This design comes from an exercise in tuning for small area and a short achievable clock period on the open sky130 flow, not from production work. Only simulation tests tie the RTL to the original design; equivalence was not proved. In every run shown here, the design's own scripts or RTL, not TritonCTS, make the clock network. No driver is modelled on the clock port, so clock power and skew are understated where the tree is cut down; a real chip needs a root buffer or a tree. Power figures rest on the tool's default switching activity, not on a simulated workload.

`design/flow/flow/run.sh`:
```
#!/bin/bash
# The standard layout (standard.sh) with these changes to how it is made:
#  - the port buffers are sky130 buf_1 rather than the resizer's default pick;
#  - before floorplanning every combinational cell is set to drive strength 1
#    (flow/downsize.tcl), so only the resizer's timing repair sizes cells up;
#  - the timing repair aims at a setup slack margin of SETUP_MARGIN ns;
#  - the clock port drives MCTS_K buffers that each drive the flip-flops of
#    one region (flow/cts_hook.tcl), instead of TritonCTS's two-level tree.
# Each tool's output goes to ORFS's own per-step logs under orfs/logs; make's
# output goes to standard.log.
export BUFFER_PORTS_ARGS="-buffer_cell sky130_fd_sc_hd__buf_1"
export SETUP_SLACK_MARGIN=${SETUP_MARGIN:-10.8}
export PRE_FLOORPLAN_TCL=$PWD/flow/downsize.tcl
export MCTS_K=${MCTS_K:-4}
export MCTS_CELL=${MCTS_CELL:-sky130_fd_sc_hd__buf_12}
export PRE_CTS_TCL=$PWD/flow/cts_hook.tcl
bash standard.sh > standard.log 2>&1
```
`design/flow/flow/cts_hook.tcl`:
```
# Clock distribution with one level of buffers: the clock port drives
# K buffer cells, each driving the flip-flops of one region of the
# core (the flip-flops split into K groups of equal size by position).
proc manual_cts {K {cell sky130_fd_sc_hd__clkbuf_16}} {
  set block [ord::get_db_block]
  set clknet [$block findNet clk]
  set master [[ord::get_db] findMaster $cell]
  set sinks {}
  foreach it [$clknet getITerms] {
    set inst [$it getInst]
    set xy [$inst getLocation]
    lappend sinks [list $it [lindex $xy 0] [lindex $xy 1]]
  }
  # split along the longer side of the sinks' bounding box
  set xs [lsort -integer [lmap s $sinks {lindex $s 1}]]
  set ys [lsort -integer [lmap s $sinks {lindex $s 2}]]
  set idx [expr {([lindex $xs end] - [lindex $xs 0]) >= ([lindex $ys end] - [lindex $ys 0]) ? 1 : 2}]
  set sinks [lsort -integer -index $idx $sinks]
  set n [llength $sinks]
  for {set g 0} {$g < $K} {incr g} {
    set lo [expr {$g * $n / $K}]
    set hi [expr {($g + 1) * $n / $K - 1}]
    set grp [lrange $sinks $lo $hi]
    set inst [odb::dbInst_create $block $master "clkbuf_m_$g"]
    set net [odb::dbNet_create $block "clk_m_$g"]
    $net setSigType CLOCK
    [$inst findITerm A] connect $clknet
    [$inst findITerm X] connect $net
    set sx 0; set sy 0
    foreach s $grp {
      set it [lindex $s 0]
      $it disconnect
      $it connect $net
      incr sx [lindex $s 1]; incr sy [lindex $s 2]
    }
    set m [llength $grp]
    $inst setLocation [expr {$sx / $m}] [expr {$sy / $m}]
    $inst setPlacementStatus PLACED
  }
}

# Used as the PRE_CTS hook of the standard flow: build the one-level clock
# distribution here, then let cts.tcl go on (detailed placement, timing
# repair) with TritonCTS's own tree building turned into a no-op.
manual_cts $::env(MCTS_K) $::env(MCTS_CELL)
set_propagated_clock [all_clocks]
rename clock_tree_synthesis tritoncts_clock_tree_synthesis
proc clock_tree_synthesis {args} {
  puts "cts_hook.tcl: clock_tree_synthesis skipped (one-level clock buffers built in the PRE_CTS hook)"
}
```
`design/flow/flow/downsize.tcl`:
```
# Start placement from the smallest drive of every combinational cell that
# synthesis sized up; the timing repair later in the flow sizes up again only
# the cells on paths that need it. Flip-flops are left as synthesis made them.
set db [ord::get_db]
set n 0
foreach inst [[ord::get_db_block] getInsts] {
  set m [[$inst getMaster] getName]
  if {[regexp {^(sky130_fd_sc_hd__([a-z0-9]+))_([0-9]+)$} $m -> base kind sz] && $sz > 1
      && ![string match df* $kind] && ![string match sdf* $kind] && ![string match dl* $kind]} {
    set nm [$db findMaster ${base}_1]
    if {$nm ne "NULL"} {
      $inst swapMaster $nm
      incr n
    }
  }
}
puts "downsize.tcl: $n cells set to drive strength 1"
```
`design/flow/standard.sh`:
```
#!/bin/bash
# synth_recipe.tcl (not shown) runs the flow's synth.tcl, then flattens the netlist and writes it again
# the make line also repeats each setting of config.mk as NAME=value (left out here)
make -C /OpenROAD-flow-scripts/flow DESIGN_CONFIG=/design/flow/config.mk WORK_HOME=/design/flow/orfs CLKGATE_MAP_FILE= SYNTH_SCRIPT=/design/flow/synth_recipe.tcl "${@:-finish}"
```
`design/flow/config.mk`:
```
export PLATFORM = sky130hd
export DESIGN_NAME = alu_top
export DESIGN_NICKNAME = alu_top
export VERILOG_FILES = /design/flow/design.v
export SDC_FILE = /design/flow/constraint.sdc
export NUM_CORES = 4
export LEC_CHECK = 0
export CAP_MARGIN = 0
export CORE_MARGIN = 2
export CORE_UTILIZATION = 40
export SLEW_MARGIN = 0
export SYNTH_HIERARCHICAL = 1
```
`design/flow/constraint.sdc`:
```
create_clock -name core_clock -period 14.5 [get_ports {clk}]
set_input_delay 2.9000 -clock core_clock [delete_from_list [all_inputs] [get_ports {clk}]]
set_output_delay 2.9000 -clock core_clock [all_outputs]
set_load 0.01 [all_outputs]
```
`design/flow/design.v`:
```
module alu_top(clk, a, b, op, out, carry_out, over_flow, zero);
input clk;
input [31:0] a, b;
input [2:0] op;
output reg [31:0] out;
output reg carry_out, over_flow, zero;
reg [31:0] a_r, b_r;
reg [2:0] op_r;
wire [31:0] alu_out;
wire alu_carry_out, alu_over_flow, alu_zero;
ALU alu_core(a_r, b_r, op_r, alu_out, alu_carry_out, alu_over_flow, alu_zero);
always @(posedge clk) begin
	a_r <= a;
	b_r <= b;
	op_r <= op;
	out <= alu_out;
	carry_out <= alu_carry_out;
	over_flow <= alu_over_flow;
	zero <= alu_zero;
end
endmodule

module lf_andn(a, b, y);
input a, b;
output y;
assign y = ~a & b;
endmodule
module lf_aoi21(a, b, c, y);
input a, b, c;
output y;
assign y = ~((a & b) | c);
endmodule
module lf_inv(a, y);
input a;
output y;
assign y = ~a;
endmodule
module lf_mux2(s, a, b, y);
input s, a, b;
output y;
assign y = s ? b : a;
endmodule
module lf_mux2i(s, a, b, y);
input s, a, b;
output y;
assign y = ~(s ? b : a);
endmodule
module lf_nand2(a, b, y);
input a, b;
output y;
assign y = ~(a & b);
endmodule
module lf_nand4(a, b, c, d, y);
input a, b, c, d;
output y;
assign y = ~(a & b & c & d);
endmodule
module lf_nor2(a, b, y);
input a, b;
output y;
assign y = ~(a | b);
endmodule
module lf_nor4(a, b, c, d, y);
input a, b, c, d;
output y;
assign y = ~(a | b | c | d);
endmodule
module lf_oai21(a, b, c, y);
input a, b, c;
output y;
assign y = ~((a | b) & c);
endmodule
module lf_oai22(a, b, c, d, y);
input a, b, c, d;
output y;
assign y = ~((a | b) & (c | d));
endmodule
module lf_xnor2(a, b, y);
input a, b;
output y;
assign y = ~(a ^ b);
endmodule
module lf_xor2(a, b, y);
input a, b;
output y;
assign y = a ^ b;
endmodule
module ALU(a, b, addr, out, carry_out, over_flow, zero);
input [31:0] a, b;
input [2:0] addr;
output [31:0] out;
output carry_out, over_flow, zero;
wire op3 = (addr == 3'd3);
wire bi  = (addr == 3'd1) | op3;             
wire inv = (addr == 3'd5) | (addr == 3'd6);  
wire ci  = bi | inv;                         
wire cin_n = ~ci;
wire epn = (addr == 3'd3) | (addr == 3'd4) | (addr == 3'd5);  
wire egn = ~addr[2];                                           
wire ec  = (addr == 3'd0) | (addr == 3'd1);
wire ecn = ~ec;
wire q_1;
wire q_2;
wire q_3;
wire q_4;
wire q_5;
wire q_6;
wire q_7;
wire q_8;
wire q_9;
wire q_10;
wire q_11;
wire q_12;
wire q_13;
wire q_14;
wire q_15;
wire q_16;
wire q_17;
wire q_18;
wire q_19;
wire q_20;
wire q_21;
wire q_22;
wire q_23;
wire q_24;
wire q_25;
wire q_26;
wire q_27;
wire q_28;
wire q_29;
wire q_30;
wire q_31;
wire q_32;
wire bi_33;
wire bi_34;
wire bi_35;
wire bi_36;
wire bi_37;
wire bi_38;
wire bi_39;
wire bi_40;
wire pn_41;
wire pn_42;
wire pn_43;
wire pn_44;
wire pn_45;
wire pn_46;
wire pn_47;
wire pn_48;
wire pn_49;
wire pn_50;
wire pn_51;
wire pn_52;
wire pn_53;
wire pn_54;
wire pn_55;
wire pn_56;
wire pn_57;
wire pn_58;
wire pn_59;
wire pn_60;
wire pn_61;
wire pn_62;
wire pn_63;
wire pn_64;
wire pn_65;
wire pn_66;
wire pn_67;
wire pn_68;
wire pn_69;
wire pn_70;
wire pn_71;
wire pn_72;
wire gn_73;
wire gn_74;
wire gn_75;
wire gn_76;
wire gn_77;
wire gn_78;
wire gn_79;
wire gn_80;
wire gn_81;
wire gn_82;
wire gn_83;
wire gn_84;
wire gn_85;
wire gn_86;
wire gn_87;
wire gn_88;
wire gn_89;
wire gn_90;
wire gn_91;
wire gn_92;
wire gn_93;
wire gn_94;
wire gn_95;
wire gn_96;
wire gn_97;
wire gn_98;
wire gn_99;
wire gn_100;
wire gn_101;
wire gn_102;
wire gn_103;
wire gn_104;
wire G_105;
wire G_106;
wire G_107;
wire P_108;
wire G_109;
wire P_110;
wire G_111;
wire P_112;
wire G_113;
wire P_114;
wire G_115;
wire P_116;
wire G_117;
wire P_118;
wire G_119;
wire P_120;
wire G_121;
wire P_122;
wire G_123;
wire P_124;
wire G_125;
wire P_126;
wire G_127;
wire P_128;
wire G_129;
wire P_130;
wire G_131;
wire P_132;
wire G_133;
wire P_134;
wire G_135;
wire P_136;
wire G_137;
wire G_138;
wire P_139;
wire G_140;
wire P_141;
wire G_142;
wire P_143;
wire G_144;
wire P_145;
wire G_146;
wire P_147;
wire G_148;
wire P_149;
wire G_150;
wire P_151;
wire G_152;
wire G_153;
wire P_154;
wire G_155;
wire P_156;
wire G_157;
wire P_158;
wire G_159;
wire G_160;
wire P_161;
wire G_162;
wire i_163;
wire G_164;
wire i_165;
wire G_166;
wire G_167;
wire G_168;
wire i_169;
wire G_170;
wire G_171;
wire G_172;
wire G_173;
wire G_174;
wire i_175;
wire G_176;
wire G_177;
wire i_178;
wire G_179;
wire G_180;
wire G_181;
wire G_182;
wire G_183;
wire i_184;
wire G_185;
wire G_186;
wire G_187;
wire G_188;
wire i_189;
wire G_190;
wire G_191;
wire G_192;
wire G_193;
wire i_194;
wire G_195;
wire G_196;
wire L_197;
wire L_198;
wire kn_199;
wire M_200;
wire L_201;
wire k_202;
wire M_203;
wire L_204;
wire M_205;
wire L_206;
wire M_207;
wire L_208;
wire M_209;
wire L_210;
wire M_211;
wire L_212;
wire M_213;
wire L_214;
wire M_215;
wire L_216;
wire M_217;
wire L_218;
wire M_219;
wire L_220;
wire M_221;
wire L_222;
wire M_223;
wire L_224;
wire M_225;
wire L_226;
wire M_227;
wire L_228;
wire M_229;
wire L_230;
wire kn_231;
wire M_232;
wire L_233;
wire k_234;
wire M_235;
wire L_236;
wire M_237;
wire L_238;
wire M_239;
wire L_240;
wire M_241;
wire L_242;
wire M_243;
wire L_244;
wire M_245;
wire L_246;
wire M_247;
wire L_248;
wire M_249;
wire L_250;
wire M_251;
wire L_252;
wire M_253;
wire L_254;
wire M_255;
wire L_256;
wire M_257;
wire L_258;
wire M_259;
wire L_260;
wire M_261;
wire L_262;
wire M_263;
wire z_264;
wire z_265;
wire z_266;
wire z_267;
wire z_268;
wire z_269;
wire z_270;
wire z_271;
wire z_272;
wire z_273;
wire z_274;
wire z_275;
wire z_276;
wire z_277;
wire z_278;
wire z_279;
wire z_280;
wire z_281;
wire z_282;
wire z_283;
wire mb0;
wire c31 = G_196;
wire c32 = G_162;
wire p31 = ~pn_72;
wire k1 = (op3 & ~p31) | inv;
wire k0 = (op3 & p31) | inv;
wire m1 = (ec & ci) | k1;
wire m0 = (ec & ci) | k0;
assign carry_out = c32 ^ inv;
assign over_flow = c31 ^ c32;
  lf_xnor2 u0 (.a(a[0]), .b(b[0]), .y(q_1));
  lf_xnor2 u1 (.a(a[1]), .b(b[1]), .y(q_2));
  lf_xnor2 u2 (.a(a[2]), .b(b[2]), .y(q_3));
  lf_xnor2 u3 (.a(a[3]), .b(b[3]), .y(q_4));
  lf_xnor2 u4 (.a(a[4]), .b(b[4]), .y(q_5));
  lf_xnor2 u5 (.a(a[5]), .b(b[5]), .y(q_6));
  lf_xnor2 u6 (.a(a[6]), .b(b[6]), .y(q_7));
  lf_xnor2 u7 (.a(a[7]), .b(b[7]), .y(q_8));
  lf_xnor2 u8 (.a(a[8]), .b(b[8]), .y(q_9));
  lf_xnor2 u9 (.a(a[9]), .b(b[9]), .y(q_10));
  lf_xnor2 u10 (.a(a[10]), .b(b[10]), .y(q_11));
  lf_xnor2 u11 (.a(a[11]), .b(b[11]), .y(q_12));
  lf_xnor2 u12 (.a(a[12]), .b(b[12]), .y(q_13));
  lf_xnor2 u13 (.a(a[13]), .b(b[13]), .y(q_14));
  lf_xnor2 u14 (.a(a[14]), .b(b[14]), .y(q_15));
  lf_xnor2 u15 (.a(a[15]), .b(b[15]), .y(q_16));
  lf_xnor2 u16 (.a(a[16]), .b(b[16]), .y(q_17));
  lf_xnor2 u17 (.a(a[17]), .b(b[17]), .y(q_18));
  lf_xnor2 u18 (.a(a[18]), .b(b[18]), .y(q_19));
  lf_xnor2 u19 (.a(a[19]), .b(b[19]), .y(q_20));
  lf_xnor2 u20 (.a(a[20]), .b(b[20]), .y(q_21));
  lf_xnor2 u21 (.a(a[21]), .b(b[21]), .y(q_22));
  lf_xnor2 u22 (.a(a[22]), .b(b[22]), .y(q_23));
  lf_xnor2 u23 (.a(a[23]), .b(b[23]), .y(q_24));
  lf_xnor2 u24 (.a(a[24]), .b(b[24]), .y(q_25));
  lf_xnor2 u25 (.a(a[25]), .b(b[25]), .y(q_26));
  lf_xnor2 u26 (.a(a[26]), .b(b[26]), .y(q_27));
  lf_xnor2 u27 (.a(a[27]), .b(b[27]), .y(q_28));
  lf_xnor2 u28 (.a(a[28]), .b(b[28]), .y(q_29));
  lf_xnor2 u29 (.a(a[29]), .b(b[29]), .y(q_30));
  lf_xnor2 u30 (.a(a[30]), .b(b[30]), .y(q_31));
  lf_xnor2 u31 (.a(a[31]), .b(b[31]), .y(q_32));
  lf_andn u32 (.a(addr[2]), .b(addr[0]), .y(bi_33));
  lf_andn u33 (.a(addr[2]), .b(addr[0]), .y(bi_34));
  lf_andn u34 (.a(addr[2]), .b(addr[0]), .y(bi_35));
  lf_andn u35 (.a(addr[2]), .b(addr[0]), .y(bi_36));
  lf_andn u36 (.a(addr[2]), .b(addr[0]), .y(bi_37));
  lf_andn u37 (.a(addr[2]), .b(addr[0]), .y(bi_38));
  lf_andn u38 (.a(addr[2]), .b(addr[0]), .y(bi_39));
  lf_andn u39 (.a(addr[2]), .b(addr[0]), .y(bi_40));
  lf_xor2 u40 (.a(q_1), .b(bi_33), .y(pn_41));
  lf_xor2 u41 (.a(q_2), .b(bi_33), .y(pn_42));
  lf_xor2 u42 (.a(q_3), .b(bi_33), .y(pn_43));
  lf_xor2 u43 (.a(q_4), .b(bi_33), .y(pn_44));
  lf_xor2 u44 (.a(q_5), .b(bi_34), .y(pn_45));
  lf_xor2 u45 (.a(q_6), .b(bi_34), .y(pn_46));
  lf_xor2 u46 (.a(q_7), .b(bi_34), .y(pn_47));
  lf_xor2 u47 (.a(q_8), .b(bi_34), .y(pn_48));
  lf_xor2 u48 (.a(q_9), .b(bi_35), .y(pn_49));
  lf_xor2 u49 (.a(q_10), .b(bi_35), .y(pn_50));
  lf_xor2 u50 (.a(q_11), .b(bi_35), .y(pn_51));
  lf_xor2 u51 (.a(q_12), .b(bi_35), .y(pn_52));
  lf_xor2 u52 (.a(q_13), .b(bi_36), .y(pn_53));
  lf_xor2 u53 (.a(q_14), .b(bi_36), .y(pn_54));
  lf_xor2 u54 (.a(q_15), .b(bi_36), .y(pn_55));
  lf_xor2 u55 (.a(q_16), .b(bi_36), .y(pn_56));
  lf_xor2 u56 (.a(q_17), .b(bi_37), .y(pn_57));
  lf_xor2 u57 (.a(q_18), .b(bi_37), .y(pn_58));
  lf_xor2 u58 (.a(q_19), .b(bi_37), .y(pn_59));
  lf_xor2 u59 (.a(q_20), .b(bi_37), .y(pn_60));
  lf_xor2 u60 (.a(q_21), .b(bi_38), .y(pn_61));
  lf_xor2 u61 (.a(q_22), .b(bi_38), .y(pn_62));
  lf_xor2 u62 (.a(q_23), .b(bi_38), .y(pn_63));
  lf_xor2 u63 (.a(q_24), .b(bi_38), .y(pn_64));
  lf_xor2 u64 (.a(q_25), .b(bi_39), .y(pn_65));
  lf_xor2 u65 (.a(q_26), .b(bi_39), .y(pn_66));
  lf_xor2 u66 (.a(q_27), .b(bi_39), .y(pn_67));
  lf_xor2 u67 (.a(q_28), .b(bi_39), .y(pn_68));
  lf_xor2 u68 (.a(q_29), .b(bi_40), .y(pn_69));
  lf_xor2 u69 (.a(q_30), .b(bi_40), .y(pn_70));
  lf_xor2 u70 (.a(q_31), .b(bi_40), .y(pn_71));
  lf_xor2 u71 (.a(q_32), .b(bi_40), .y(pn_72));
  lf_nand2 u72 (.a(a[0]), .b(pn_41), .y(gn_73));
  lf_nand2 u73 (.a(a[1]), .b(pn_42), .y(gn_74));
  lf_nand2 u74 (.a(a[2]), .b(pn_43), .y(gn_75));
  lf_nand2 u75 (.a(a[3]), .b(pn_44), .y(gn_76));
  lf_nand2 u76 (.a(a[4]), .b(pn_45), .y(gn_77));
  lf_nand2 u77 (.a(a[5]), .b(pn_46), .y(gn_78));
  lf_nand2 u78 (.a(a[6]), .b(pn_47), .y(gn_79));
  lf_nand2 u79 (.a(a[7]), .b(pn_48), .y(gn_80));
  lf_nand2 u80 (.a(a[8]), .b(pn_49), .y(gn_81));
  lf_nand2 u81 (.a(a[9]), .b(pn_50), .y(gn_82));
  lf_nand2 u82 (.a(a[10]), .b(pn_51), .y(gn_83));
  lf_nand2 u83 (.a(a[11]), .b(pn_52), .y(gn_84));
  lf_nand2 u84 (.a(a[12]), .b(pn_53), .y(gn_85));
  lf_nand2 u85 (.a(a[13]), .b(pn_54), .y(gn_86));
  lf_nand2 u86 (.a(a[14]), .b(pn_55), .y(gn_87));
  lf_nand2 u87 (.a(a[15]), .b(pn_56), .y(gn_88));
  lf_nand2 u88 (.a(a[16]), .b(pn_57), .y(gn_89));
  lf_nand2 u89 (.a(a[17]), .b(pn_58), .y(gn_90));
  lf_nand2 u90 (.a(a[18]), .b(pn_59), .y(gn_91));
  lf_nand2 u91 (.a(a[19]), .b(pn_60), .y(gn_92));
  lf_nand2 u92 (.a(a[20]), .b(pn_61), .y(gn_93));
  lf_nand2 u93 (.a(a[21]), .b(pn_62), .y(gn_94));
  lf_nand2 u94 (.a(a[22]), .b(pn_63), .y(gn_95));
  lf_nand2 u95 (.a(a[23]), .b(pn_64), .y(gn_96));
  lf_nand2 u96 (.a(a[24]), .b(pn_65), .y(gn_97));
  lf_nand2 u97 (.a(a[25]), .b(pn_66), .y(gn_98));
  lf_nand2 u98 (.a(a[26]), .b(pn_67), .y(gn_99));
  lf_nand2 u99 (.a(a[27]), .b(pn_68), .y(gn_100));
  lf_nand2 u100 (.a(a[28]), .b(pn_69), .y(gn_101));
  lf_nand2 u101 (.a(a[29]), .b(pn_70), .y(gn_102));
  lf_nand2 u102 (.a(a[30]), .b(pn_71), .y(gn_103));
  lf_nand2 u103 (.a(a[31]), .b(pn_72), .y(gn_104));
  lf_mux2i u104 (.s(pn_41), .a(ci), .b(a[0]), .y(G_105));
  lf_oai21 u105 (.a(pn_42), .b(G_105), .c(gn_74), .y(G_106));
  lf_oai21 u106 (.a(pn_44), .b(gn_75), .c(gn_76), .y(G_107));
  lf_nor2 u107 (.a(pn_44), .b(pn_43), .y(P_108));
  lf_oai21 u108 (.a(pn_46), .b(gn_77), .c(gn_78), .y(G_109));
  lf_nor2 u109 (.a(pn_46), .b(pn_45), .y(P_110));
  lf_oai21 u110 (.a(pn_48), .b(gn_79), .c(gn_80), .y(G_111));
  lf_nor2 u111 (.a(pn_48), .b(pn_47), .y(P_112));
  lf_oai21 u112 (.a(pn_50), .b(gn_81), .c(gn_82), .y(G_113));
  lf_nor2 u113 (.a(pn_50), .b(pn_49), .y(P_114));
  lf_oai21 u114 (.a(pn_52), .b(gn_83), .c(gn_84), .y(G_115));
  lf_nor2 u115 (.a(pn_52), .b(pn_51), .y(P_116));
  lf_oai21 u116 (.a(pn_54), .b(gn_85), .c(gn_86), .y(G_117));
  lf_nor2 u117 (.a(pn_54), .b(pn_53), .y(P_118));
  lf_oai21 u118 (.a(pn_56), .b(gn_87), .c(gn_88), .y(G_119));
  lf_nor2 u119 (.a(pn_56), .b(pn_55), .y(P_120));
  lf_oai21 u120 (.a(pn_58), .b(gn_89), .c(gn_90), .y(G_121));
  lf_nor2 u121 (.a(pn_58), .b(pn_57), .y(P_122));
  lf_oai21 u122 (.a(pn_60), .b(gn_91), .c(gn_92), .y(G_123));
  lf_nor2 u123 (.a(pn_60), .b(pn_59), .y(P_124));
  lf_oai21 u124 (.a(pn_62), .b(gn_93), .c(gn_94), .y(G_125));
  lf_nor2 u125 (.a(pn_62), .b(pn_61), .y(P_126));
  lf_oai21 u126 (.a(pn_64), .b(gn_95), .c(gn_96), .y(G_127));
  lf_nor2 u127 (.a(pn_64), .b(pn_63), .y(P_128));
  lf_oai21 u128 (.a(pn_66), .b(gn_97), .c(gn_98), .y(G_129));
  lf_nor2 u129 (.a(pn_66), .b(pn_65), .y(P_130));
  lf_oai21 u130 (.a(pn_68), .b(gn_99), .c(gn_100), .y(G_131));
  lf_nor2 u131 (.a(pn_68), .b(pn_67), .y(P_132));
  lf_oai21 u132 (.a(pn_70), .b(gn_101), .c(gn_102), .y(G_133));
  lf_nor2 u133 (.a(pn_70), .b(pn_69), .y(P_134));
  lf_oai21 u134 (.a(pn_72), .b(gn_103), .c(gn_104), .y(G_135));
  lf_nor2 u135 (.a(pn_72), .b(pn_71), .y(P_136));
  lf_aoi21 u136 (.a(P_108), .b(G_106), .c(G_107), .y(G_137));
  lf_aoi21 u137 (.a(P_112), .b(G_109), .c(G_111), .y(G_138));
  lf_nand2 u138 (.a(P_112), .b(P_110), .y(P_139));
  lf_aoi21 u139 (.a(P_116), .b(G_113), .c(G_115), .y(G_140));
  lf_nand2 u140 (.a(P_116), .b(P_114), .y(P_141));
  lf_aoi21 u141 (.a(P_120), .b(G_117), .c(G_119), .y(G_142));
  lf_nand2 u142 (.a(P_120), .b(P_118), .y(P_143));
  lf_aoi21 u143 (.a(P_124), .b(G_121), .c(G_123), .y(G_144));
  lf_nand2 u144 (.a(P_124), .b(P_122), .y(P_145));
  lf_aoi21 u145 (.a(P_128), .b(G_125), .c(G_127), .y(G_146));
  lf_nand2 u146 (.a(P_128), .b(P_126), .y(P_147));
  lf_aoi21 u147 (.a(P_132), .b(G_129), .c(G_131), .y(G_148));
  lf_nand2 u148 (.a(P_132), .b(P_130), .y(P_149));
  lf_aoi21 u149 (.a(P_136), .b(G_133), .c(G_135), .y(G_150));
  lf_nand2 u150 (.a(P_136), .b(P_134), .y(P_151));
  lf_oai21 u151 (.a(P_139), .b(G_137), .c(G_138), .y(G_152));
  lf_oai21 u152 (.a(P_143), .b(G_140), .c(G_142), .y(G_153));
  lf_nor2 u153 (.a(P_143), .b(P_141), .y(P_154));
  lf_oai21 u154 (.a(P_147), .b(G_144), .c(G_146), .y(G_155));
  lf_nor2 u155 (.a(P_147), .b(P_145), .y(P_156));
  lf_oai21 u156 (.a(P_151), .b(G_148), .c(G_150), .y(G_157));
  lf_nor2 u157 (.a(P_151), .b(P_149), .y(P_158));
  lf_aoi21 u158 (.a(P_154), .b(G_152), .c(G_153), .y(G_159));
  lf_aoi21 u159 (.a(P_158), .b(G_155), .c(G_157), .y(G_160));
  lf_nand2 u160 (.a(P_158), .b(P_156), .y(P_161));
  lf_oai21 u161 (.a(P_161), .b(G_159), .c(G_160), .y(G_162));
  lf_inv u162 (.a(G_159), .y(i_163));
  lf_aoi21 u163 (.a(P_156), .b(i_163), .c(G_155), .y(G_164));
  lf_inv u164 (.a(G_152), .y(i_165));
  lf_oai21 u165 (.a(P_141), .b(i_165), .c(G_140), .y(G_166));
  lf_oai21 u166 (.a(P_145), .b(G_159), .c(G_144), .y(G_167));
  lf_oai21 u167 (.a(P_149), .b(G_164), .c(G_148), .y(G_168));
  lf_inv u168 (.a(G_137), .y(i_169));
  lf_aoi21 u169 (.a(P_110), .b(i_169), .c(G_109), .y(G_170));
  lf_aoi21 u170 (.a(P_114), .b(G_152), .c(G_113), .y(G_171));
  lf_aoi21 u171 (.a(P_118), .b(G_166), .c(G_117), .y(G_172));
  lf_aoi21 u172 (.a(P_122), .b(i_163), .c(G_121), .y(G_173));
  lf_aoi21 u173 (.a(P_126), .b(G_167), .c(G_125), .y(G_174));
  lf_inv u174 (.a(G_164), .y(i_175));
  lf_aoi21 u175 (.a(P_130), .b(i_175), .c(G_129), .y(G_176));
  lf_aoi21 u176 (.a(P_134), .b(G_168), .c(G_133), .y(G_177));
  lf_inv u177 (.a(G_106), .y(i_178));
  lf_oai21 u178 (.a(pn_43), .b(i_178), .c(gn_75), .y(G_179));
  lf_oai21 u179 (.a(pn_45), .b(G_137), .c(gn_77), .y(G_180));
  lf_oai21 u180 (.a(pn_47), .b(G_170), .c(gn_79), .y(G_181));
  lf_oai21 u181 (.a(pn_49), .b(i_165), .c(gn_81), .y(G_182));
  lf_oai21 u182 (.a(pn_51), .b(G_171), .c(gn_83), .y(G_183));
  lf_inv u183 (.a(G_166), .y(i_184));
  lf_oai21 u184 (.a(pn_53), .b(i_184), .c(gn_85), .y(G_185));
  lf_oai21 u185 (.a(pn_55), .b(G_172), .c(gn_87), .y(G_186));
  lf_oai21 u186 (.a(pn_57), .b(G_159), .c(gn_89), .y(G_187));
  lf_oai21 u187 (.a(pn_59), .b(G_173), .c(gn_91), .y(G_188));
  lf_inv u188 (.a(G_167), .y(i_189));
  lf_oai21 u189 (.a(pn_61), .b(i_189), .c(gn_93), .y(G_190));
  lf_oai21 u190 (.a(pn_63), .b(G_174), .c(gn_95), .y(G_191));
  lf_oai21 u191 (.a(pn_65), .b(G_164), .c(gn_97), .y(G_192));
  lf_oai21 u192 (.a(pn_67), .b(G_176), .c(gn_99), .y(G_193));
  lf_inv u193 (.a(G_168), .y(i_194));
  lf_oai21 u194 (.a(pn_69), .b(i_194), .c(gn_101), .y(G_195));
  lf_oai21 u195 (.a(pn_71), .b(G_177), .c(gn_103), .y(G_196));
  lf_oai22 u196 (.a(pn_41), .b(epn), .c(gn_73), .d(egn), .y(L_197));
  lf_xor2 u197 (.a(L_197), .b(mb0), .y(out[0]));
  lf_oai22 u198 (.a(pn_42), .b(epn), .c(gn_74), .d(egn), .y(L_198));
  lf_mux2i u199 (.s(G_162), .a(k0), .b(k1), .y(kn_199));
  lf_oai21 u200 (.a(G_105), .b(ecn), .c(kn_199), .y(M_200));
  lf_xor2 u201 (.a(L_198), .b(M_200), .y(out[1]));
  lf_oai22 u202 (.a(pn_43), .b(epn), .c(gn_75), .d(egn), .y(L_201));
  lf_mux2 u203 (.s(G_162), .a(k0), .b(k1), .y(k_202));
  lf_aoi21 u204 (.a(G_106), .b(ec), .c(k_202), .y(M_203));
  lf_xnor2 u205 (.a(L_201), .b(M_203), .y(out[2]));
  lf_oai22 u206 (.a(pn_44), .b(epn), .c(gn_76), .d(egn), .y(L_204));
  lf_aoi21 u207 (.a(G_179), .b(ec), .c(k_202), .y(M_205));
  lf_xnor2 u208 (.a(L_204), .b(M_205), .y(out[3]));
  lf_oai22 u209 (.a(pn_45), .b(epn), .c(gn_77), .d(egn), .y(L_206));
  lf_oai21 u210 (.a(G_137), .b(ecn), .c(kn_199), .y(M_207));
  lf_xor2 u211 (.a(L_206), .b(M_207), .y(out[4]));
  lf_oai22 u212 (.a(pn_46), .b(epn), .c(gn_78), .d(egn), .y(L_208));
  lf_aoi21 u213 (.a(G_180), .b(ec), .c(k_202), .y(M_209));
  lf_xnor2 u214 (.a(L_208), .b(M_209), .y(out[5]));
  lf_oai22 u215 (.a(pn_47), .b(epn), .c(gn_79), .d(egn), .y(L_210));
  lf_oai21 u216 (.a(G_170), .b(ecn), .c(kn_199), .y(M_211));
  lf_xor2 u217 (.a(L_210), .b(M_211), .y(out[6]));
  lf_oai22 u218 (.a(pn_48), .b(epn), .c(gn_80), .d(egn), .y(L_212));
  lf_aoi21 u219 (.a(G_181), .b(ec), .c(k_202), .y(M_213));
  lf_xnor2 u220 (.a(L_212), .b(M_213), .y(out[7]));
  lf_oai22 u221 (.a(pn_49), .b(epn), .c(gn_81), .d(egn), .y(L_214));
  lf_aoi21 u222 (.a(G_152), .b(ec), .c(k_202), .y(M_215));
  lf_xnor2 u223 (.a(L_214), .b(M_215), .y(out[8]));
  lf_oai22 u224 (.a(pn_50), .b(epn), .c(gn_82), .d(egn), .y(L_216));
  lf_aoi21 u225 (.a(G_182), .b(ec), .c(k_202), .y(M_217));
  lf_xnor2 u226 (.a(L_216), .b(M_217), .y(out[9]));
  lf_oai22 u227 (.a(pn_51), .b(epn), .c(gn_83), .d(egn), .y(L_218));
  lf_oai21 u228 (.a(G_171), .b(ecn), .c(kn_199), .y(M_219));
  lf_xor2 u229 (.a(L_218), .b(M_219), .y(out[10]));
  lf_oai22 u230 (.a(pn_52), .b(epn), .c(gn_84), .d(egn), .y(L_220));
  lf_aoi21 u231 (.a(G_183), .b(ec), .c(k_202), .y(M_221));
  lf_xnor2 u232 (.a(L_220), .b(M_221), .y(out[11]));
  lf_oai22 u233 (.a(pn_53), .b(epn), .c(gn_85), .d(egn), .y(L_222));
  lf_aoi21 u234 (.a(G_166), .b(ec), .c(k_202), .y(M_223));
  lf_xnor2 u235 (.a(L_222), .b(M_223), .y(out[12]));
  lf_oai22 u236 (.a(pn_54), .b(epn), .c(gn_86), .d(egn), .y(L_224));
  lf_aoi21 u237 (.a(G_185), .b(ec), .c(k_202), .y(M_225));
  lf_xnor2 u238 (.a(L_224), .b(M_225), .y(out[13]));
  lf_oai22 u239 (.a(pn_55), .b(epn), .c(gn_87), .d(egn), .y(L_226));
  lf_oai21 u240 (.a(G_172), .b(ecn), .c(kn_199), .y(M_227));
  lf_xor2 u241 (.a(L_226), .b(M_227), .y(out[14]));
  lf_oai22 u242 (.a(pn_56), .b(epn), .c(gn_88), .d(egn), .y(L_228));
  lf_aoi21 u243 (.a(G_186), .b(ec), .c(k_202), .y(M_229));
  lf_xnor2 u244 (.a(L_228), .b(M_229), .y(out[15]));
  lf_oai22 u245 (.a(pn_57), .b(epn), .c(gn_89), .d(egn), .y(L_230));
  lf_mux2i u246 (.s(G_162), .a(k0), .b(k1), .y(kn_231));
  lf_oai21 u247 (.a(G_159), .b(ecn), .c(kn_231), .y(M_232));
  lf_xor2 u248 (.a(L_230), .b(M_232), .y(out[16]));
  lf_oai22 u249 (.a(pn_58), .b(epn), .c(gn_90), .d(egn), .y(L_233));
  lf_mux2 u250 (.s(G_162), .a(k0), .b(k1), .y(k_234));
  lf_aoi21 u251 (.a(G_187), .b(ec), .c(k_234), .y(M_235));
  lf_xnor2 u252 (.a(L_233), .b(M_235), .y(out[17]));
  lf_oai22 u253 (.a(pn_59), .b(epn), .c(gn_91), .d(egn), .y(L_236));
  lf_oai21 u254 (.a(G_173), .b(ecn), .c(kn_231), .y(M_237));
  lf_xor2 u255 (.a(L_236), .b(M_237), .y(out[18]));
  lf_oai22 u256 (.a(pn_60), .b(epn), .c(gn_92), .d(egn), .y(L_238));
  lf_aoi21 u257 (.a(G_188), .b(ec), .c(k_234), .y(M_239));
  lf_xnor2 u258 (.a(L_238), .b(M_239), .y(out[19]));
  lf_oai22 u259 (.a(pn_61), .b(epn), .c(gn_93), .d(egn), .y(L_240));
  lf_aoi21 u260 (.a(G_167), .b(ec), .c(k_234), .y(M_241));
  lf_xnor2 u261 (.a(L_240), .b(M_241), .y(out[20]));
  lf_oai22 u262 (.a(pn_62), .b(epn), .c(gn_94), .d(egn), .y(L_242));
  lf_aoi21 u263 (.a(G_190), .b(ec), .c(k_234), .y(M_243));
  lf_xnor2 u264 (.a(L_242), .b(M_243), .y(out[21]));
  lf_oai22 u265 (.a(pn_63), .b(epn), .c(gn_95), .d(egn), .y(L_244));
  lf_oai21 u266 (.a(G_174), .b(ecn), .c(kn_231), .y(M_245));
  lf_xor2 u267 (.a(L_244), .b(M_245), .y(out[22]));
  lf_oai22 u268 (.a(pn_64), .b(epn), .c(gn_96), .d(egn), .y(L_246));
  lf_aoi21 u269 (.a(G_191), .b(ec), .c(k_234), .y(M_247));
  lf_xnor2 u270 (.a(L_246), .b(M_247), .y(out[23]));
  lf_oai22 u271 (.a(pn_65), .b(epn), .c(gn_97), .d(egn), .y(L_248));
  lf_oai21 u272 (.a(G_164), .b(ecn), .c(kn_231), .y(M_249));
  lf_xor2 u273 (.a(L_248), .b(M_249), .y(out[24]));
  lf_oai22 u274 (.a(pn_66), .b(epn), .c(gn_98), .d(egn), .y(L_250));
  lf_aoi21 u275 (.a(G_192), .b(ec), .c(k_234), .y(M_251));
  lf_xnor2 u276 (.a(L_250), .b(M_251), .y(out[25]));
  lf_oai22 u277 (.a(pn_67), .b(epn), .c(gn_99), .d(egn), .y(L_252));
  lf_oai21 u278 (.a(G_176), .b(ecn), .c(kn_231), .y(M_253));
  lf_xor2 u279 (.a(L_252), .b(M_253), .y(out[26]));
  lf_oai22 u280 (.a(pn_68), .b(epn), .c(gn_100), .d(egn), .y(L_254));
  lf_aoi21 u281 (.a(G_193), .b(ec), .c(k_234), .y(M_255));
  lf_xnor2 u282 (.a(L_254), .b(M_255), .y(out[27]));
  lf_oai22 u283 (.a(pn_69), .b(epn), .c(gn_101), .d(egn), .y(L_256));
  lf_aoi21 u284 (.a(G_168), .b(ec), .c(k_234), .y(M_257));
  lf_xnor2 u285 (.a(L_256), .b(M_257), .y(out[28]));
  lf_oai22 u286 (.a(pn_70), .b(epn), .c(gn_102), .d(egn), .y(L_258));
  lf_aoi21 u287 (.a(G_195), .b(ec), .c(k_234), .y(M_259));
  lf_xnor2 u288 (.a(L_258), .b(M_259), .y(out[29]));
  lf_oai22 u289 (.a(pn_71), .b(epn), .c(gn_103), .d(egn), .y(L_260));
  lf_oai21 u290 (.a(G_177), .b(ecn), .c(kn_231), .y(M_261));
  lf_xor2 u291 (.a(L_260), .b(M_261), .y(out[30]));
  lf_oai22 u292 (.a(pn_72), .b(epn), .c(gn_104), .d(egn), .y(L_262));
  lf_aoi21 u293 (.a(G_196), .b(ec), .c(k_234), .y(M_263));
  lf_xnor2 u294 (.a(L_262), .b(M_263), .y(out[31]));
  lf_nor2 u295 (.a(out[0]), .b(out[1]), .y(z_264));
  lf_nor2 u296 (.a(out[2]), .b(out[3]), .y(z_265));
  lf_nor2 u297 (.a(out[4]), .b(out[5]), .y(z_266));
  lf_nor2 u298 (.a(out[6]), .b(out[7]), .y(z_267));
  lf_nor2 u299 (.a(out[8]), .b(out[9]), .y(z_268));
  lf_nor2 u300 (.a(out[10]), .b(out[11]), .y(z_269));
  lf_nor2 u301 (.a(out[12]), .b(out[13]), .y(z_270));
  lf_nor2 u302 (.a(out[14]), .b(out[15]), .y(z_271));
  lf_nor2 u303 (.a(out[16]), .b(out[17]), .y(z_272));
  lf_nor2 u304 (.a(out[18]), .b(out[19]), .y(z_273));
  lf_nor2 u305 (.a(out[20]), .b(out[21]), .y(z_274));
  lf_nor2 u306 (.a(out[22]), .b(out[23]), .y(z_275));
  lf_nor2 u307 (.a(out[24]), .b(out[25]), .y(z_276));
  lf_nor2 u308 (.a(out[26]), .b(out[27]), .y(z_277));
  lf_nor2 u309 (.a(out[28]), .b(out[29]), .y(z_278));
  lf_nor2 u310 (.a(out[30]), .b(out[31]), .y(z_279));
  lf_nand4 u311 (.a(z_264), .b(z_265), .c(z_266), .d(z_267), .y(z_280));
  lf_nand4 u312 (.a(z_268), .b(z_269), .c(z_270), .d(z_271), .y(z_281));
  lf_nand4 u313 (.a(z_272), .b(z_273), .c(z_274), .d(z_275), .y(z_282));
  lf_nand4 u314 (.a(z_276), .b(z_277), .c(z_278), .d(z_279), .y(z_283));
  lf_nor4 u315 (.a(z_280), .b(z_281), .c(z_282), .d(z_283), .y(zero));
lf_mux2 um (.s(c32), .a(m0), .b(m1), .y(mb0));   
endmodule
```
==> results_dict.tcl, run 1 <==
set metrics [dict create \
    fin_worst_skew_ns 0.0128 \
    routedWlPerCell_um 13.4 \
    cp-end-kind "output pin" \
    p_leak_nw 1.92 \
    period_minus_slack_ns 3.56 \
    drt_pass1_iterations 4 \
    hold_path.class "register to register" \
    power_density_nw_per_um2 139 \
    sw_frac_of_total 0.333 \
    critPathArrivalTime_ns 0.66 \
    path_clk_slew_ns 0.10 \
    wl_um 9260 \
    syn_inst 439 \
    start_kind "register" \
    dp_slack_ns 9.89 \
    cp_max_fo 1 \
    layout_setup_ws_ns 10.94 \
    layout-drive-gt1-share 0.0916 \
    initial_utilization 0.415 \
    intPower_uw 466 \
    via_count 3336 \
    clockPowerShare 0.164 \
    clk_latency_ns 0.14 \
    cp.depth 1 \
    dp.cells 675 \
    die_h_um 105 \
    rsz0062_at_grt "no" \
    drt_iter0_drc 142 \
    cp_top_family "flip-flops" \
    hold_buffers 0 \
    ir_drop_uv 56.5 \
    io_pins 103 \
    max_stage_delay_ns 0.36 \
    grt_overflow 0 \
    portBuffers 102 \
    drv_slew 0 \
    core-area_um2 9860 \
    critical_path_class "register to output pin" \
    antenna_found_initial 0 \
    dieArea_um2 11100 \
    place_congestion 0.816 \
    setup_violations 0 \
    r2r-start "op_r[2]" \
    drv_cap 0 \
    grt_max_degree 34 \
    worstPathRequired_ns 11.60 \
    cp_cell_sequence "buf_1" \
    crit_end "out[1]" \
    grt_pass1_vias 3208 \
    grt_pass1_wl_um 14600 \
    power.switching_uw 233 \
    slowest_stage "dfxtp_1" \
    tightestPinTransition_ns 0.778 \
    min-delay-start "a_r[21]" \
    viasPerCell 4.83 \
    drc 0 \
    design_area_um2 5030 \
    nets 627 \
    reg2regPathDepth 17 \
    pwr-share-comb 0.339 \
    ff2ff_setup_slack_ns 11.06 \
    crit_buf_inv 1 \
    diodes 0 \
    ys_warn_count 7 \
    die_w_um 105 \
    regToRegEndpoint "zero" \
    p_seq_frac 0.497 \
    postRouteAntennaNets 0 \
    startpoint "out[1]" \
    num_rows 36 \
    max_freq_mhz 281 \
    hold_viol_final 0 \
    fin_crit_sh 0.245 \
    place_area_um2 4660 \
    slew_headroom 0.481 \
    grt.total_usage 0.156 \
    whs_ns 0.659 \
    final_cells 690 \
    hpwlAfterDp_um 6830 \
    status "finished clean" \
    setup_tns_ns 0 \
]
-- metal layers --
metal  vias up  track usage  routed length [um]
met3        10      0.00936                 428
met1      1510        0.213                4240
met5         -            0                   0
met2        90        0.274                4440
li1       1726            -                   -
met4         0       0.0276                 149
-- layout make-up --
class,instances,area [um^2]
plain buffers,4,80.1
fillers,976,4840
inverters,10,37.5
multi-input cells,326,2220
flip-flops and latches,102,2050
well taps,133,166
repair buffers,115,478
-- through the flow --
step	utilization	power [mW]
2_1_floorplan	-	0.503
3_3_place_gp	0.472	0.571
3_5_place_dp	0.472	0.572
4_1_cts	0.488	0.691
5_1_grt	0.510	0.742
6_report	0.510	0.698
-- state kept, by name, summed over array words and instances (netlist names) --
name,count
op_r,3
carry_out,1
zero,1
a_r,32
b_r,32
over_flow,1
out,32
-- cells in the final DEF, fill, tap and decap left out, types with 2 or more instances in the layout --
cell type and instances:
dfxtp_1 100, o21ai_2 2, xor2_2 10, o21ai_1 46, buf_1 102, xnor2_1 54
nor2_1 35, a21oi_2 2, a21oi_4 3, a21oi_1 33, nand4_1 4, buf_4 11
buf_12 4, xor2_1 36, nor2b_2 4, mux2i_2 3, nor2b_4 4, mux2_1 2
o22ai_1 32, o21ai_4 2, inv_1 10, o21ai_0 2, a21o_1 2, nand2_1 44
dfxtp_4 2
-- power by group through the flow --
stage	combinational, mW	sequential (mW)	clock (mW)
6_report	0.237	0.347	0.114
3_3_place_gp	0.216	0.355	0
5_1_grt	0.261	0.352	0.129
4_1_cts	0.223	0.349	0.119
3_5_place_dp	0.217	0.356	0
2_1_floorplan	0.133	0.370	0
-- repair_timing --
action | CTS | global route
pin swaps | 1 | 5
resized for setup | 19 | 25
setup endpoints to repair | 34 | 2
endpoints found under the hold margin | 0 | 0
setup buffers | 0 | 11
-- how the worst min path moves through the flow --
stage | end | slack (ns) | cells after the start
4_1_cts | out[21] | 0.67 | 3
2_1_floorplan | out[11] | 0.62 | 3
5_1_grt | out[29] | 0.71 | 3
6_report | out[21] | 0.66 | 3
3_3_place_gp | out[15] | 0.66 | 3
3_5_place_dp | out[21] | 0.65 | 3
==> run 2: changes to the inputs <==
--- a/design/flow/flow/run.sh
+++ b/design/flow/flow/run.sh
@@ -11,3 +11,3 @@
 export BUFFER_PORTS_ARGS="-buffer_cell sky130_fd_sc_hd__buf_1"
-export SETUP_SLACK_MARGIN=${SETUP_MARGIN:-10.8}
+export SETUP_SLACK_MARGIN=${SETUP_MARGIN:-10.7}
 export PRE_FLOORPLAN_TCL=$PWD/flow/downsize.tcl
--- a/design/flow/config.mk
+++ b/design/flow/config.mk
@@ -7,6 +7,6 @@
 export LEC_CHECK = 0
-export CAP_MARGIN = 0
+export CAP_MARGIN = 20
 export CORE_MARGIN = 2
 export CORE_UTILIZATION = 40
-export SLEW_MARGIN = 0
+export SLEW_MARGIN = 20
 export SYNTH_HIERARCHICAL = 1
==> run 2 against run 1 <==
  * Final area fell by 0.95%
  * Critical path type unchanged
  * Critical endpoint unchanged
  * Clock power barely moved
  * Highest routed layer unchanged
  * Clock skew fell by 0.0014 ns
  * Sequential power barely moved
  * Still clean on timing, DRC and antenna
  * Flip-flop and latch count did not move
  * Routed wire length fell by 0.37%
  * Largest cell class unchanged
  * Setup slack got worse by 0.0088 ns
  * Final cell count fell by 0.14%
  * Maximum frequency fell by 0.25%
==> results_dict.tcl, run 2 <==
set metrics [dict create \
    routedWlPerCell_um 13.4 \
    grt_overflow 0 \
    diodes 0 \
    worstPathRequired_ns 11.60 \
    hold_path.class "register to register" \
    io_pins 103 \
    wl_met2_um 4440 \
    path_clk_slew_ns 0.10 \
    die_w_um 105 \
    postRouteAntennaNets 0 \
    cp_max_fo 1 \
    drc 0 \
    grt_max_degree 34 \
    sw_frac_of_total 0.333 \
    slowest_stage "dfxtp_1" \
    pwr-share-comb 0.335 \
    critPathArrivalTime_ns 0.66 \
    tightestPinTransition_ns 0.713 \
    clk_latency_ns 0.14 \
    nets 626 \
    cp_top_family "flip-flops" \
    fin_worst_skew_ns 0.0114 \
    p_seq_frac 0.500 \
    ys_warn_count 7 \
    slew_headroom 0.524 \
    grt.total_usage 0.155 \
    place_congestion 0.816 \
    status "finished clean" \
    via_count 3335 \
    hold_viol_final 0 \
    multi_input_area_um2 2180 \
    drt_iter0_drc 128 \
    layout-drive-gt1-share 0.0809 \
    max_freq_mhz 281 \
    power.switching_uw 231 \
    antenna_found_initial 0 \
    hpwlAfterDp_um 6830 \
    drt_pass1_iterations 4 \
    critical_path_class "register to output pin" \
    met3_length_um 466 \
    fin_crit_sh 0.246 \
    layout_common_cells "buf_1, dfxtp_1, xnor2_1" \
    rsz0062_at_grt "no" \
    wl_um 9230 \
    portBuffers 102 \
    period_minus_slack_ns 3.56 \
    clockPowerShare 0.165 \
    crit_buf_inv 1 \
    grt_pass1_wl_um 14600 \
    largestRegisters "a_r x32, b_r x32, out x32" \
    viasPerCell 4.84 \
    p_leak_nw 1.91 \
    met1_length_um 4170 \
    setup_tns_ns 0 \
    cp-end-kind "output pin" \
    setup_violations 0 \
    n_fill_cell 975 \
    core-area_um2 9860 \
    cp_cell_sequence "buf_1" \
    highest_layer "met4" \
    die_h_um 105 \
    power_density_nw_per_um2 140 \
    mostFrequentLayoutCell "buf_1" \
    drv_slew 0 \
    ir_drop_uv 56.6 \
    start_kind "register" \
    grt_pass1_vias 3193 \
    drv_cap 0 \
    register_area_um2 2050 \
    initial_utilization 0.415 \
    syn_inst 439 \
    dieArea_um2 11100 \
    num_rows 36 \
    intPower_uw 464 \
    power_uw 695 \
    max_stage_delay_ns 0.37 \
]
[run 2: per-layer routing]
metal,vias up,GRT usage
met2,90,0.275
met3,10,0.00936
met1,1502,0.211
li1,1733,-
met5,-,0
met4,0,0.0276
[run 2: area by class of cell]
cell class,instances,share of cell area
Multi-Input combinational cell,326,0.438
Inverter,10,0.00754
Buffer,4,0.0161
Tap cell,133,0.0334
Sequential cell,102,0.411
Timing Repair Buffer,114,0.0939
[run 2: power groups by stage]
stage               sequential (mW)  combinational (mW)  clock [mW]
floorplan                     0.370               0.133           0
global placement              0.355               0.216           0
detailed placement            0.356               0.217           0
CTS                           0.349               0.222       0.119
global route                  0.352               0.257       0.129
finish                        0.348               0.233       0.114
[run 2: path summary, 6_finish.rpt]
path	startpoint	endpoint	slack (ns)	cells past startpoint
min	a_r[21]	out[21]	0.66	3
max reg2reg	op_r[2]	zero	10.98	17
min reg2reg	a_r[21]	out[21]	0.66	3
max	out[1]	out[1]	10.94	1
[run 2: metrics by stage]
step | worst slack [ns] | utilization | instances | hold slack (ns) | instance area [um^2]
3_5_place_dp | 9.89 | 0.472 | 675 | 0.651 | 4660
5_1_grt | 10.66 | 0.505 | 689 | 0.706 | 4980
4_1_cts | 10.70 | 0.486 | 679 | 0.666 | 4790
2_1_floorplan | 10.92 | - | 439 | 0.622 | 4100
6_report | 10.94 | 0.505 | 689 | 0.659 | 4980
3_3_place_gp | 10.06 | 0.472 | 675 | 0.657 | 4660
[run 2: repair_timing]
action,in CTS,in global routing
setup buffers,0,10
hold buffers,0,0
endpoints found under the hold margin,0,0
setup endpoints to repair,34,2
gates resized for setup,14,24
pin swaps,0,4
==> run 3: changes to the inputs <==
--- a/design/flow/flow/run.sh
+++ b/design/flow/flow/run.sh
@@ -11,3 +11,3 @@
 export BUFFER_PORTS_ARGS="-buffer_cell sky130_fd_sc_hd__buf_1"
-export SETUP_SLACK_MARGIN=${SETUP_MARGIN:-10.7}
+export SETUP_SLACK_MARGIN=${SETUP_MARGIN:-10.2}
 export PRE_FLOORPLAN_TCL=$PWD/flow/downsize.tcl
==> run 3 against run 2 <==
  * Routed wire length fell by 2.9%
  * Register-to-register slack got worse by 0.39 ns
  * Clock skew rose by 0.00079 ns
  * Flip-flop and latch count did not move
  * Setup slack got worse by 0.35 ns
  * Via count fell by 1.9%
  * Power fell by 1.8%
  * Clock power barely moved
  * Critical path depth rose by 13
  * Combinational power fell by 5%
  * Die area did not move
  * Utilization fell by 1.9 points
==> results_dict.tcl, run 3 <==
set metrics [dict create \
    status "finished clean" \
    hpwlAfterDp_um 6830 \
    dp_slack_ns 9.89 \
    slew_headroom 0.528 \
    dieArea_um2 11100 \
    cts_setup_buffers 0 \
    syn_inst 439 \
    die_h_um 105 \
    drc 0 \
    grt_pass1_vias 3188 \
    drv_slew 0 \
    cp_max_fo 14 \
    diodes 0 \
    worstPathRequired_ns 14.55 \
    postRouteAntennaNets 0 \
    hold_path.class "register to register" \
    rsz0062_at_grt "no" \
    portBuffers 102 \
    whs_ns 0.659 \
    place_congestion 0.816 \
    mostFrequentLayoutCell "buf_1" \
    crit_end "zero" \
    viasPerCell 4.82 \
    ir_drop_uv 56.3 \
    antenna_found_initial 0 \
    ys_warn_count 7 \
    ff2ff_setup_slack_ns 10.59 \
    fin_crit_sh 0.270 \
    path_clk_slew_ns 0.10 \
    layout_common_cells "buf_1, dfxtp_1, xnor2_1" \
    layout-drive-gt1-share 0.0311 \
    critical_path_class "register to register" \
    io_pins 103 \
    grt_pass1_wl_um 14500 \
    grt.total_usage 0.154 \
    core-area_um2 9860 \
    wl_um 8960 \
    power_density_nw_per_um2 143 \
    routedWlPerCell_um 13.2 \
    critPathArrivalTime_ns 3.96 \
    period_minus_slack_ns 3.91 \
    drv_cap 0 \
    p_leak_nw 1.83 \
    hold_viol_final 0 \
    largestRegisters "a_r x32, b_r x32, out x32" \
    tightestPinTransition_ns 0.707 \
    via_count 3273 \
    hold_buffers 0 \
    max_freq_mhz 256 \
    clk_latency_ns 0.14 \
    initial_utilization 0.415 \
    nets 616 \
    start_kind "register" \
    die_w_um 105 \
    n_fill_cell 993 \
    cp-end-kind "register" \
    num_rows 36 \
    grt_max_degree 34 \
    drt_pass1_iterations 4 \
    startpoint "op_r[0]" \
    r2r-start "op_r[0]" \
    reg2regPathDepth 14 \
    fin_worst_skew_ns 0.0122 \
    setup_violations 0 \
    regToRegEndpoint "zero" \
    setup_tns_ns 0 \
    drt_iter0_drc 121 \
    grt_overflow 0 \
    layout_setup_ws_ns 10.59 \
]
run 3: cell types whose count changed in the layout (fill, tap and decap cells not counted), sizes merged:
cell  previous run  this run
buf            118       108
run 3: worst min path at each step:
stage             from      end  slack (ns)  depth (start not counted)
2_1_floorplan  a_r[11]  out[11]        0.62                          3
3_3_place_gp   a_r[15]  out[15]        0.66                          3
3_5_place_dp   a_r[21]  out[21]        0.65                          3
4_1_cts        a_r[21]  out[21]        0.67                          3
5_1_grt        a_r[29]  out[29]        0.71                          3
6_report       a_r[21]  out[21]        0.66                          3
run 3: routing by layer:
layer | wire length [um] | GRT usage | up-vias
li1 | - | - | 1711
met1 | 4160 | 0.208 | 1467
met2 | 4230 | 0.272 | 83
met3 | 374 | 0.00936 | 12
met4 | 183 | 0.0305 | 0
met5 | 0 | 0 | -
run 3: cell type report:
| type | count | area (um^2) | area share |
|---|---|---|---|
| Multi-Input combinational cell | 326 | 2070 | 0.431 |
| Sequential cell | 102 | 2040 | 0.427 |
| Timing Repair Buffer | 104 | 398 | 0.0830 |
| Tap cell | 133 | 166 | 0.0347 |
| Buffer | 4 | 80.1 | 0.0167 |
| Inverter | 10 | 37.5 | 0.00783 |
run 3: per-stage QoR:
| stage | utilization | cells | total power, mW | cell area, um^2 |
|---|---|---|---|---|
| 2_1_floorplan | - | 439 | 0.503 | 4100 |
| 6_report | 0.486 | 679 | 0.683 | 4790 |
| 4_1_cts | 0.482 | 679 | 0.686 | 4750 |
| 5_1_grt | 0.486 | 679 | 0.727 | 4790 |
| 3_3_place_gp | 0.472 | 675 | 0.571 | 4660 |
| 3_5_place_dp | 0.472 | 675 | 0.572 | 4660 |
run 3: where the power goes:
part | total (mW) | switching [mW] | internal (mW)
Combinational | 0.221 | 0.138 | 0.0835
Clock | 0.114 | 0.0691 | 0.0449
Sequential | 0.348 | 0.0193 | 0.329
run 3: worst max-delay path, cell delays in order, from the launching register on:
cell     delay (ns)
dfxtp_2        0.49
nor2b_1        0.44
xor2_1         0.34
nand2_1        0.14
o21ai_1        0.21
a21oi_1        0.11
o21ai_1        0.24
a21oi_4        0.09
o21ai_4        0.30
mux2i_1        0.50
o21ai_1        0.15
xor2_1         0.20
nor2_1         0.12
nand4_1        0.19
nor4_1         0.30
run 3: repair_timing:
item                       in CTS  in global routing
resized for setup               4                  9
gates cloned                    0                  0
setup endpoints to repair       1                  2
==> run 4: changes to the inputs <==
--- a/design/flow/flow/run.sh
+++ b/design/flow/flow/run.sh
@@ -11,3 +11,3 @@
 export BUFFER_PORTS_ARGS="-buffer_cell sky130_fd_sc_hd__buf_1"
-export SETUP_SLACK_MARGIN=${SETUP_MARGIN:-10.2}
+export SETUP_SLACK_MARGIN=${SETUP_MARGIN:-10.8}
 export PRE_FLOORPLAN_TCL=$PWD/flow/downsize.tcl
@@ -16,2 +16,3 @@
 export PRE_CTS_TCL=$PWD/flow/cts_hook.tcl
+export REMOVE_ABC_BUFFERS=1
 bash standard.sh > standard.log 2>&1
==> run 4 against run 3 <==
  * Combinational power rose by 6%
  * Register-to-register slack improved by 0.39 ns
  * Sequential power about the same
  * Sequential share of layout area is 1.8 points lower
  * Synthesized cell count is the same
  * Hold slack gained 0.013 ns
  * Die area unchanged
  * Highest routed layer unchanged
  * Critical path depth decreased by 13
  * Power increased by 2.4%
  * Clock skew barely moved
  * Clock power hardly changed
  * Largest cell class unchanged
  * Setup slack improved by 0.36 ns
==> results_dict.tcl, run 4 <==
set metrics [dict create \
    status "finished clean" \
    max_stage_delay_ns 0.35 \
    wl_um 9390 \
    io_pins 103 \
    drv_cap 0 \
    place_congestion 0.811 \
    grt_overflow 0 \
    period_minus_slack_ns 3.55 \
    hpwlAfterDp_um 7010 \
    dp.cells 675 \
    via_count 3391 \
    worstPathRequired_ns 11.60 \
    ys_warn_count 7 \
    ir_drop_uv 62.1 \
    max_freq_mhz 282 \
    grt_max_degree 34 \
    layout-drive-gt1-share 0.0851 \
    slowest_stage "dfxtp_1" \
    routedWlPerCell_um 13.7 \
    num_rows 36 \
    layout_common_cells "buf_1, dfxtp_1, xnor2_1" \
    rsz0062_at_grt "no" \
    clk_latency_ns 0.14 \
    final_cells 685 \
    hold_viol_final 0 \
    grt_pass1_wl_um 14800 \
    fin_util 0.509 \
    drt_iter0_drc 149 \
    syn_inst 439 \
    mostFrequentLayoutCell "buf_1" \
    path_clk_slew_ns 0.10 \
    p_leak_nw 1.91 \
    critical_path_class "register to output pin" \
    power_density_nw_per_um2 139 \
    diodes 0 \
    fin_worst_skew_ns 0.0122 \
    die_h_um 105 \
    place_area_um2 4660 \
    hold_buffers 0 \
    register_area_um2 2050 \
    setup_tns_ns 0 \
    slew_headroom 0.487 \
    die_w_um 105 \
    drc 0 \
    viasPerCell 4.95 \
    multi_input_area_um2 2250 \
    fin_crit_sh 0.245 \
    cp_top_family "flip-flops" \
    setup_violations 0 \
    critPathArrivalTime_ns 0.65 \
    tightestPinTransition_ns 0.762 \
    crit_buf_inv 1 \
    initial_utilization 0.415 \
    hold_path.class "register to register" \
    design_area_um2 5020 \
    dieArea_um2 11100 \
    postRouteAntennaNets 0 \
    ff2ff_setup_slack_ns 10.98 \
    start_kind "register" \
    dp_slack_ns 9.91 \
    layout_setup_ws_ns 10.95 \
    portBuffers 102 \
    drt_pass1_iterations 4 \
    nets 622 \
    grt.total_usage 0.158 \
    antenna_found_initial 0 \
    core-area_um2 9860 \
    drv_slew 0 \
    largestRegisters "a_r x32, b_r x32, out x32" \
    cp_max_fo 1 \
    cp-end-kind "output pin" \
    cp_cell_sequence "buf_1" \
    n_fill_cell 938 \
    grt_pass1_vias 3173 \
]
-- run 4: worst paths after layout --
| check | from | endpoint | depth (start not counted) |
|---|---|---|---|
| min | a_r[7] | out[7] | 3 |
| min reg2reg | a_r[7] | out[7] | 3 |
| max reg2reg | op_r[2] | zero | 16 |
| max | out[24] | out[24] | 1 |
-- run 4: timing repair --
item	4_1_cts	5_1_grt
endpoints found under the setup margin	34	1
resized for setup	16	33
pin swaps	1	5
buffers inserted	1	5
-- run 4: final cells by class --
class                           instances  share of cell area
Timing Repair Buffer                  110              0.0873
Inverter                               10             0.00748
Buffer                                  4              0.0160
Multi-Input combinational cell        326               0.448
Sequential cell                       102               0.408
Tap cell                              133              0.0332
-- run 4: metrics by stage --
step	hold WS (ns)	total power, mW
after global placement	0.658	0.571
after CTS	0.678	0.692
after global routing	0.712	0.741
final	0.672	0.700
after detailed placement	0.662	0.574
after floorplan	0.622	0.503
-- run 4: layer usage --
layer | routed length [um] | vias to the layer above | global-route usage
met3 | 454 | 13 | 0.0119
met1 | 4400 | 1553 | 0.219
met5 | 0 | - | 0
li1 | - | 1718 | -
met4 | 186 | 0 | 0.0333
met2 | 4350 | 107 | 0.269
-- run 4: power breakdown --
group	internal (mW)	switching (mW)	leakage, nW	total (mW)
combinational	0.0910	0.144	1.01	0.235
clock	0.0450	0.0711	0.0376	0.116
sequential	0.328	0.0198	0.861	0.348
==> run 5: changes to the inputs <==
--- a/design/flow/flow/run.sh
+++ b/design/flow/flow/run.sh
@@ -16,3 +16,2 @@
 export PRE_CTS_TCL=$PWD/flow/cts_hook.tcl
-export REMOVE_ABC_BUFFERS=1
 bash standard.sh > standard.log 2>&1
==> run 5 against run 4 <==
  * Clock power is essentially flat
  * Final area grew 0.20%
  * Maximum frequency is essentially flat
  * Setup slack lost 0.0033 ns
  * Global-route usage shrank 0.19 points
  * Highest routed layer unchanged
==> results_dict.tcl, run 5 <==
set metrics [dict create \
    status "finished clean" \
    cp_max_fo 1 \
    hpwlAfterDp_um 6830 \
    num_rows 36 \
    layout-drive-gt1-share 0.0916 \
    ys_warn_count 7 \
    clk_latency_ns 0.14 \
    antenna_found_initial 0 \
    max_stage_delay_ns 0.36 \
    startpoint "out[1]" \
    rsz0062_at_grt "no" \
    place_congestion 0.816 \
    critical_path_class "register to output pin" \
    grt.total_usage 0.156 \
    crit_buf_inv 1 \
    path_clk_slew_ns 0.10 \
    via_count 3336 \
    postRouteAntennaNets 0 \
    drc 0 \
    initial_utilization 0.415 \
    fin_util 0.510 \
    p_leak_nw 1.92 \
    die_h_um 105 \
    core-area_um2 9860 \
    grt_pass1_wl_um 14600 \
    grt_max_degree 34 \
    tightestPinTransition_ns 0.778 \
    place_area_um2 4660 \
    grt_overflow 0 \
    ir_drop_uv 56.5 \
    critPathArrivalTime_ns 0.66 \
    slew_headroom 0.481 \
    mostFrequentLayoutCell "buf_1" \
    drv_slew 0 \
    fin_worst_skew_ns 0.0128 \
    period_minus_slack_ns 3.56 \
    hold_viol_final 0 \
    max_freq_mhz 281 \
    power_density_nw_per_um2 139 \
    fin_crit_sh 0.245 \
    min-delay-start "a_r[21]" \
    setup_tns_ns 0 \
    setup_violations 0 \
    start_kind "register" \
    cp_top_family "flip-flops" \
    routedWlPerCell_um 13.4 \
    drt_iter0_drc 142 \
    dieArea_um2 11100 \
    drt_pass1_iterations 4 \
    cp-end-kind "output pin" \
    portBuffers 102 \
    dp_slack_ns 9.89 \
    r2r-start "op_r[2]" \
    drv_cap 0 \
    layout_setup_ws_ns 10.94 \
    io_pins 103 \
    design_area_um2 5030 \
    largestRegisters "a_r x32, b_r x32, out x32" \
    grt_pass1_vias 3208 \
    layout_common_cells "buf_1, dfxtp_1, xnor2_1" \
    syn_inst 439 \
    die_w_um 105 \
    hold_path.class "register to register" \
    slowest_stage "dfxtp_1" \
    worstPathRequired_ns 11.60 \
    nets 627 \
    wl_um 9260 \
    viasPerCell 4.83 \
    cp_cell_sequence "buf_1" \
    diodes 0 \
]
-- run 5: final timing paths --
path | end | slack, ns | cells past startpoint
worst min-delay path | out[21] | 0.66 | 3
worst max-delay path | out[1] | 10.94 | 1
worst min register to register | out[21] | 0.66 | 3
worst max register to register | zero | 11.06 | 17
-- run 5: metal layers --
metal,GRT usage,routed length [um],vias up
met4,0.0276,149,0
met5,0,0,-
met1,0.213,4240,1510
met3,0.00936,428,10
li1,-,-,1726
met2,0.274,4440,90
-- run 5: through the flow --
step | hold slack, ns | cells | power (mW)
finish | 0.659 | 690 | 0.698
floorplan | 0.622 | 439 | 0.503
CTS | 0.666 | 679 | 0.691
global placement | 0.657 | 675 | 0.571
global route | 0.706 | 690 | 0.742
detailed placement | 0.651 | 675 | 0.572
-- run 5: power by group --
| group | internal [mW] | total [mW] | switching [mW] | leakage, nW |
|---|---|---|---|---|
| Sequential | 0.328 | 0.347 | 0.0190 | 0.861 |
| Clock | 0.0449 | 0.114 | 0.0695 | 0.0376 |
| Combinational | 0.0922 | 0.237 | 0.144 | 1.02 |
| Total | 0.466 | 0.698 | 0.233 | 1.92 |
-- run 5: area by class of cell --
class / instances / area [um^2]
inverter: 10 / 37.5
sequential: 102 / 2050
tap: 133 / 166
buffer: 4 / 80.1
timing repair buffer: 115 / 478
multi-input combinational: 326 / 2220
fill: 976 / 4840
-- run 5: what timing repair did --
item / CTS / global route
resized for setup: 19 / 25
hold buffers: 0 / 0
endpoints found under the setup margin: 34 / 2
buffers inserted: 0 / 11
pin swaps: 1 / 5

port drivers added, routing unchanged:
The results above use ideal ports. As a check the final layouts listed here were re-extracted and re-timed, cells and wires unchanged. Step 1: set_driving_cell puts a clkbuf_16 on clk and a buf_2 on each other input, an assumption about the parent block. Step 2 adds t to the input delays and takes it off the output delays; t is the mean of the earliest and latest rising clock arrival at the registers after step 1. Input paths then give back, and output paths get back, about the clock's delay inside the block. a / b / c = ideal / step 1 / step 2; a / b = the first two.
run | t, ns | setup WS [ns] | hold WS [ns] | pins driven straight from the clock port
run 1 | 0.212 | 10.945 / 10.865 / 11.058 | 0.659 / 0.659 / 0.659 | 4
run 2 | 0.212 | 10.936 / 10.856 / 10.976 | 0.659 / 0.659 / 0.659 | 4
run 3 | 0.211 | 10.586 / 10.586 / 10.586 | 0.659 / 0.659 / 0.659 | 4
run 4 | 0.208 | 10.948 / 10.873 / 10.983 | 0.672 / 0.672 / 0.672 | 4
run 5 | 0.212 | 10.945 / 10.865 / 11.058 | 0.659 / 0.659 / 0.659 | 4
After both steps setup and hold are still met in every run listed.
